From an optimization exercise on the open Yosys and OpenROAD flow, aimed at small area; shortcuts taken in it are not production practice. The RTL was checked by simulation tests, not by an equivalence proof against the original design. Power is estimated from default activity; no workload was simulated.

## design/flow/run.sh

```bash
#!/bin/bash
# synth_recipe.tcl (not shown) runs the flow's synth.tcl, then flattens the netlist and writes it again
# the make line also repeats each setting of config.mk as NAME=value (left out here)
make -C /OpenROAD-flow-scripts/flow DESIGN_CONFIG=/design/flow/config.mk WORK_HOME=/design/flow/orfs CLKGATE_MAP_FILE= SYNTH_SCRIPT=/design/flow/synth_recipe.tcl finish
```

## design/flow/constraint.sdc

```tcl
create_clock -name core_clock -period 10.0 [get_ports {clk}]
set_input_delay 2.0000 -clock core_clock [delete_from_list [all_inputs] [get_ports {clk}]]
set_output_delay 2.0000 -clock core_clock [all_outputs]
set_load 0.01 [all_outputs]
```

## design/flow/design.v

```verilog
`timescale 1ns / 1ps
module sevensegdecoder(Seg,Val);
	output 	[0:6] Seg;
	input 	[3:0] Val;
	reg 	[0:6] Seg;
	always @(Val)
	begin
		case(Val)  
			4'h0: Seg = 7'b000_0001;
			4'h1: Seg = 7'b100_1111;  
			4'h2: Seg = 7'b001_0010;  
			4'h3: Seg = 7'b000_0110;  
			4'h4: Seg = 7'b100_1100;  
			4'h5: Seg = 7'b010_0100;  
			4'h6: Seg = 7'b010_0000;  
			4'h7: Seg = 7'b000_1111;  
			4'h8: Seg = 7'b000_0000;
			4'h9: Seg = 7'b000_0100;
			default: Seg = 7'b000_0000;
		endcase
	end
endmodule
`timescale 1ns / 1ps
module fourdigitdriver(A, B, C, D, clk, rst, dots, seg, an, dp, flashing);
    input clk;
    input rst;
    input [3:0] A, B, C, D;
    input [0:3] dots;
    input flashing;
    output reg [3:0] an;
    output [0:6] seg;
    output reg dp;
    reg [7:0] refreshCount;
    reg [15:0] flashingCount;
    reg [1:0] select;
    reg [3:0] Hex;
    reg flashState;
    sevensegdecoder  u1(.Seg(seg[0:6]), .Val(Hex));
    always @(posedge clk)
    if(rst)
    begin
        refreshCount = 0;
        flashingCount = 1;
        select = 0;
        flashState = 0;
        Hex = 0;
        an = 0;
        dp = 0;
    end
    else
    begin
        if(flashingCount == 0)
            flashState = !flashState;
        if(refreshCount == 0)
        begin
            case(select)
                2'b00:
                begin
                    Hex = A;
                    an = 4'b0111;
                    if(!dots[0]) dp = 1;
                    else dp = 0;
                end
                2'b01:
                begin
                    Hex = B;
                    an = 4'b1011;
                    if(!dots[1]) dp = 1;
                    else dp = 0;
                end
                2'b10:
                begin
                    Hex = C;
                    an = 4'b1101;
                    if(!dots[2]) dp = 1;
                    else dp = 0;
                end
                2'b11:
                begin
                    Hex = D;
                    an = 4'b1110;
                    if(!dots[3]) dp = 1;
                    else dp = 0;
                end
            endcase
            select = select + 1'b1;
        end
        if(flashState == 1 && flashing == 1)
            an = 4'b1111;
        refreshCount = refreshCount + 1'b1;
        flashingCount = flashingCount + 1'b1;
    end
endmodule
`timescale 1ns / 1ps
module counter(min,secmsd,seclsd,ten,clk,rst,tick,clr,en,up);
	output [3:0] min,secmsd,seclsd,ten;
	input  clk,rst,tick,clr,en,up;
	wire  upen,bken,mupen,mbken,minupen,minbken,lsden,msden,minen;
	count_to9 tenth(ten,clk,rst,tick,clr,en,up,upen,bken);
	count_to9 lsdig_second(seclsd,clk,rst,tick,clr,lsden,up,mupen,mbken);
	count_to5 msdig_second(secmsd,clk,rst,tick,clr,msden,up,minupen,minbken);
	count_to9 minute(min,clk,rst,tick,clr,minen,up, , );
	assign lsden = (clr && en) || upen || bken;
	assign msden = (clr && en) || mupen || mbken;
	assign minen = (clr && en) || minupen || minbken;
endmodule
module count_to9(cnt,clk,rst,tick,clr,en,up,upen,bken);
	output reg [3:0] cnt;
	output       upen, bken;
	input        clk, rst, tick, clr, en, up;
	reg    [3:0] ncnt;
	always @(posedge clk)
	begin
		if(rst)
			cnt <= 0;
		else if(tick)
		begin
		if(en)
			cnt <= ncnt;
		else
			cnt <= cnt;
        if(clr)
            cnt <= 0;
		end
	end
	always @(cnt or up)
	begin
		if(up)
			ncnt=(cnt==9) ? 0 : cnt+4'b0001;
		else
			ncnt=(cnt==0) ? 9 : cnt-4'b0001;
	end
	assign upen = (cnt==9) && up && en;
	assign bken = (cnt==0) && !up && en;
endmodule
module count_to5(cnt,clk,rst,tick,clr,en,up,upen,bken);
	output reg [3:0] cnt;
	output       upen, bken;
	input        clk, rst, tick, clr, en, up;
	reg    [3:0] ncnt;
	always @(posedge clk)
	begin
		if(rst)
			cnt <= 0;
		else if(tick)
		begin
		if(en)
            cnt <= ncnt;
        else
            cnt <= cnt;
        if(clr)
            cnt <= 0;
		end
	end
	always @(cnt or up)
	begin
		if(up)
			ncnt=(cnt==5) ? 0 : cnt+4'b0001;
		else
			ncnt=(cnt==0) ? 5 : cnt-4'b0001;
	end
	assign upen = (cnt==5) && up && en;
	assign bken = (cnt==0) && !up && en;
endmodule
`timescale 1ns / 1ps
module stopwatchController(seg, an, clk, dp, start, stop, up, reset, lap, set, rst);
    output [0:6] seg;
    output [3:0] an;
    output [0:0] dp;
    input clk;
    input start;
    input stop;
    input up;
    input reset;
    input lap;
    input set;
    input rst;
    wire [0:3] dots = 4'b1010;
    reg tick;
    reg tickLast;
    reg running;
    reg flashing;
    reg started;
    reg countDirection;
    reg resetState;
    reg lapState;
    reg setState;
    wire [3:0] A;
    wire [3:0] B;
    wire [3:0] C;
    wire [3:0] D;
    reg [3:0] lapA;
    reg [3:0] lapB;
    reg [3:0] lapC;
    reg [3:0] lapD;
    integer count;
    reg n_tick, n_running, n_flashing, n_started, n_countDirection;
    reg n_resetState, n_lapState, n_setState;
    reg [3:0] n_lapA, n_lapB, n_lapC, n_lapD;
    integer n_count;
    always @(posedge clk)
    begin
        if(rst)
        begin
            tick <= 1'b0;
            tickLast <= 1'b0;
            running <= 1'b0;
            flashing <= 1'b0;
            started <= 1'b0;
            countDirection <= 1'b1;
            resetState <= 1'b0;
            lapState <= 1'b0;
            setState <= 1'b0;
            lapA <= 4'd0;
            lapB <= 4'd0;
            lapC <= 4'd0;
            lapD <= 4'd0;
            count <= 0;
        end
        else
        begin
        n_tick = tick;
        n_running = running;
        n_flashing = flashing;
        n_started = started;
        n_countDirection = countDirection;
        n_resetState = resetState;
        n_lapState = lapState;
        n_setState = setState;
        n_lapA = lapA;
        n_lapB = lapB;
        n_lapC = lapC;
        n_lapD = lapD;
        n_count = count;
        if(start)
        begin
            n_running = 1'b1;
            n_flashing = 1'b0;
            n_lapState = 1'b0;
        end
        if(stop)
        begin
            n_running = 1'b0;
            n_flashing = 1'b0;
        end
        if(!n_running)
            n_countDirection = up;
        if(!n_running)
            n_resetState = reset;
        if(reset)
            n_started = 0;
        if(n_resetState)
            n_lapState = 0;
        if(A == 0 && B == 0 && C == 0 && D == 0 && n_started && n_setState == 0)
        begin
            n_running = 0;
            n_flashing = 1;
            n_started = 0;
        end
        if(A != 0 || B != 0 || C != 0 || D != 0)
        begin
            n_started = 1;
            n_flashing = 0;
        end
        if(lap)
            n_lapState = 1'b1;
        if(!n_lapState)
        begin
            n_lapA = A;
            n_lapB = B;
            n_lapC = C;
            n_lapD = D;
        end
        if(!n_running)
            n_setState = set;
        if(!n_setState)
            n_count = n_count + 1;
        else
            n_count = n_count + 5;
        if(n_count >= 5000)
        begin
            n_tick = n_tick + 1'b1;
            n_count = 0;
        end
        tick <= n_tick;
        tickLast <= tick;
        running <= n_running;
        flashing <= n_flashing;
        started <= n_started;
        countDirection <= n_countDirection;
        resetState <= n_resetState;
        lapState <= n_lapState;
        setState <= n_setState;
        lapA <= n_lapA;
        lapB <= n_lapB;
        lapC <= n_lapC;
        lapD <= n_lapD;
        count <= n_count;
        end
    end
    wire tickRise = tick & ~tickLast;
    counter counter1(A, B, C, D, clk, rst, tickRise, resetState, running, countDirection);
    fourdigitdriver driver1(lapA, lapB, lapC, lapD, clk, rst, dots, seg, an, dp, flashing);
endmodule
```

## design/flow/config.mk

```make
export PLATFORM = sky130hd
export DESIGN_NAME = stopwatchController
export DESIGN_NICKNAME = stopwatchController
export VERILOG_FILES = /design/flow/design.v
export SDC_FILE = /design/flow/constraint.sdc
export NUM_CORES = 4
export LEC_CHECK = 0
export CAP_MARGIN = 20
export CORE_MARGIN = 2
export CORE_UTILIZATION = 40
export SLEW_MARGIN = 20
```

==> results by group <==
CTS
  – Clock-pin slew on the worst setup and hold paths: 0.05 ns
  – CTS Root Buffer Type: clkbuf_16
  – Sinks on the clock net: 116
  – Post-CTS setup-driven buffer insertion count: 0
  – Total of cells resized after clock tree synthesis: 0
  – Hold buffer count at CTS: 0
  – Clock latency on the worst-skew pair: 0.41 ns
  – Number of buffers created by CTS: 17
  – Htree depth: 4
  – Clock tree from TritonCTS: done
  – Clock tree buffer depth: 2

Synthesis
  – Primary FF master, synth: dfxtp_1
  – Sequential element share of the synthesized area: 38.2%
  – Top post-synthesis cells by count: dfxtp_1, nor2_1, a21oi_1, nor3_1, nand2_1
  – Number of warnings reported in the yosys synthesis log: 5
  – Async set-or-reset flop fraction in the synthesized netlist: 0%
  – Gate count of the mapped netlist: 721
  – Share of Yosys cell area claimed by the top area cell type: 38.2%
  – Post-Syn Area per Cell: 8.43 um^2
  – Number of nets in the synthesized netlist: 747
  – Number of enable flip-flop cells after synthesis: 0
  – Post-synth cell types: 66
  – Combined area of all synthesized cells: 0.00608 mm^2
  – Synth area leader: dfxtp_1
  – Register bit total from synthesis: 116
  – Synth top area cells: dfxtp_1, nor2_1, xnor2_1
  – Most frequently used cell type in the post-synthesis netlist: dfxtp_1

Setup path
  – Path depth of the worst reg2reg path: 13
  – Worst reg2reg startpoint: counter1.msdig_second.cnt[0]
  – Setup Crit Path Kind: input pin to register
  – WP data arrival: 6.33 ns
  – Required time at the worst-slack endpoint: 10.32 ns
  – Critical path peak fanout: 29
  – FF-to-FF setup slack: 4.49 ns
  – Biggest cell delay along the critical path: 0.63 ns
  – Worst reg2reg path endpoint: count[4]
  – Crit path capture type: register
  – Worst setup SP type: input pin
  – Cells along the critical path: clkdlybuf4s50_1 -> o21bai_1 -> a21o_1 -> mux2_2 -> ha_1 -> a21oi_1 -> nor4_1 -> nand4_1 -> xnor2_1 -> a311oi_1 -> a31oi_4 -> nor3_1
  – Critical path's slowest cell: nor4_1

Status
  – Result of the run: no timing/DRC/antenna violations

Route
  – Router iterations before antenna repair: 4
  – Number of design rule violations left after detail routing: 0
  – Detailed-route wire length: 13,000 um
  – Residual antenna-violating net count after detailed routing: 0
  – Via/cell ratio: 5.45
  – DR vias: 4,989
  – Drt initial violations: 367
  – Wire length per cell after detailed routing: 14.2 um

STA
  – Max-slew violation count: 0
  – Setup TNS: 0 ns
  – Worst clock skew: 0.00555 ns
  – Slew HR: 36.3%
  – Hold slack final: 0.429 ns
  – Time the worst path needs with I/O delays and setup: 6.01 ns
  – Setup violations, final: 0
  – Transition time of the tightest slew-check pin: 0.956 ns
  – Final-report hold violation count: 0
  – RSZ-0062 raised after global routing: no
  – Final clock period utilization by the worst path: 60.1%
  – Highest clock rate: 166 MHz

Min path
  – Worst hold path cell count: 1
  – Worst Hold End: driver1.flashingCount[0]
  – Hold Path Class: register to register
  – Hold wc startpoint: driver1.flashingCount[0]

Global routing
  – Number of global-route vias before repair: 4,625
  – Number of antenna violations at the first check in global routing: 0
  – Global-route total usage across every layer: 16.6%
  – Wire length of the first global-routing pass: 22,100 um
  – Maximum number of pins on one net before global-route repair: 70
  – Remaining Overflow, GRT: 0

Layout
  – Number of antenna cells inserted: 0
  – Number of nets in the layout: 740
  – Layout cells sized above 1: 8.25%
  – Fill cell count: 1,401
  – Combined area of the multi-input logic cells: 0.00348 mm^2
  – Footprint of the flip-flops and latches: 0.00232 mm^2
  – Area overhead of the layout relative to synthesis: 13.9%
  – Final Instance Count excl. Fillers: 915
  – Post-Route Utilization: 46.1%

Placed design
  – Instance count after placement with tap cells included: 883
  – Detailed-placement wirelength estimate: 8730 um
  – Quantity of I/O buffers inserted on ports: 19
  – Final weighted congestion in routability-driven placement: 0.834

Die
  – Initial standard-cell utilization of the core: 40.4%
  – Number of placement rows: 45
  – Die area: 0.0162 mm^2
  – Core area: 0.0150 mm^2
  – Die X: 127 um
  – I/O pin total: 20
  – Die Y: 127 um

Power
  – LEAKAGE: 2.52 nW
  – Worst vdd ir: 0.0902 mV
  – Total power per unit cell area: 174 mW/mm^2

Run
  – Maximum capacitance violations: 0
[worst max-delay path by stage]
stage          start         to  slack [ns]
2_1_floorplan  reset  count[24]        4.75
3_3_place_gp   start   count[1]        3.86
3_5_place_dp   start   count[6]        3.58
4_1_cts        start   count[4]        4.04
5_1_grt        start  count[17]        3.57
6_report       start   count[4]        3.99
[metrics by stage]
step	area, um^2	total power [mW]	setup WS (ns)
2_1_floorplan	6080	0.562	4.75
3_3_place_gp	6310	0.586	3.86
3_5_place_dp	6310	0.589	3.58
4_1_cts	6920	1.21	4.04
5_1_grt	6920	1.25	3.57
6_report	6920	1.20	3.99
[per-layer routing]
metal  GRT usage, %  wire length (um)  up-vias
li1               -                 -     2534
met1           20.5              5980     2357
met2           28.2              6420       83
met3           4.10               430       15
met4           6.08               181        0
met5              0                 0        -
[power breakdown]
group	switching, mW	leakage [nW]	internal (mW)
sequential	0.0142	0.940	0.475
combinational	0.0526	1.28	0.0373
clock	0.208	0.305	0.415
[cells by family after synthesis]
| logic type | share of synthesized area, % |
|---|---|
| AND/OR/NAND/NOR | 28.2 |
| AO/OA/AOI/OAI | 12.8 |
| flip-flops | 38.2 |
| buffers and inverters | 4.65 |
| XOR/XNOR | 8.64 |
| multiplexers | 3.81 |
| adder cells (fa/ha/maj) | 3.70 |
[worst max-delay path: cells and delay by family]
kind                       cells  cell delay, ns
AOI/OAI and AO/OA              5            1.73
xor gates and xnor gates       1            0.19
adders and majority gates      1            0.42
buffers and inverters          1            0.45
muxes                          1            0.34
and+or+nand+nor                3            1.20
[cells in the final DEF, fill, tap and decap left out, drive strengths merged, types with 4 or more instances in the layout]
master and n:
dfxtp 116, nor2 98, a21oi 53, nor3 52, nand2 40, xnor2 36
nand3 35, xor2 24, mux2i 22, o21ai 22, clkbuf 22, ha 18
clkdlybuf4s50 18, inv 17, nor4 16, nand4 14, or3 13, nor2b 11
and3 8, or4 6, clkinv 6, a31oi 6, nor3b 5, nand2b 5
o21bai 4, a222oi 4, buf 4
[flip-flops by register name, summed over array words and instances, names as in the netlist, 2 cells and up]
name	cells
lapC	4
seg	7
lapB	4
driver1.select	2
counter1.msdig_second.cnt	4
lapA	4
count	32
counter1.lsdig_second.cnt	4
driver1.refreshCount	8
driver1.an	4
counter1.minute.cnt	4
counter1.tenth.cnt	4
driver1.flashingCount	16
lapD	4
driver1.Hex	4
[area by class of cell]
type	instances	share of cell area, %
sequential	116	33.5
inverter	17	0.922
clock inverter	10	1.84
timing repair buffer	22	3.04
multi-input combinational	540	50.3
clock buffer	22	6.99
tap	188	3.40

[afterwards: timing with drivers on the ports]
The flow's constraints put no driver on any port. The routed layout listed below was extracted and timed again, unchanged, in two steps. Step 1 assumes that a clkbuf_16 drives the clock port and a buf_2 every other input. Step 2, shift: input delay + t, output delay - t, t = (earliest + latest rising clock arrival at the registers) / 2. This alone moves slack from input paths to output paths. a / b / c = no drivers / after step 1 / after step 2; a / b = the first two.
shift t [ns]: 0.450
setup WS [ns]: 3.991 / 4.012 / 3.562
hold slack, ns: 0.429 / 0.429 / 0.429
worst data-port slew with drivers (ns): 0.03
cell pins on the clock port's net: 1
After both steps this run still meets setup and hold. The setup slack of this run moves by +0.021 ns with the drivers and by -0.429 ns with both steps.
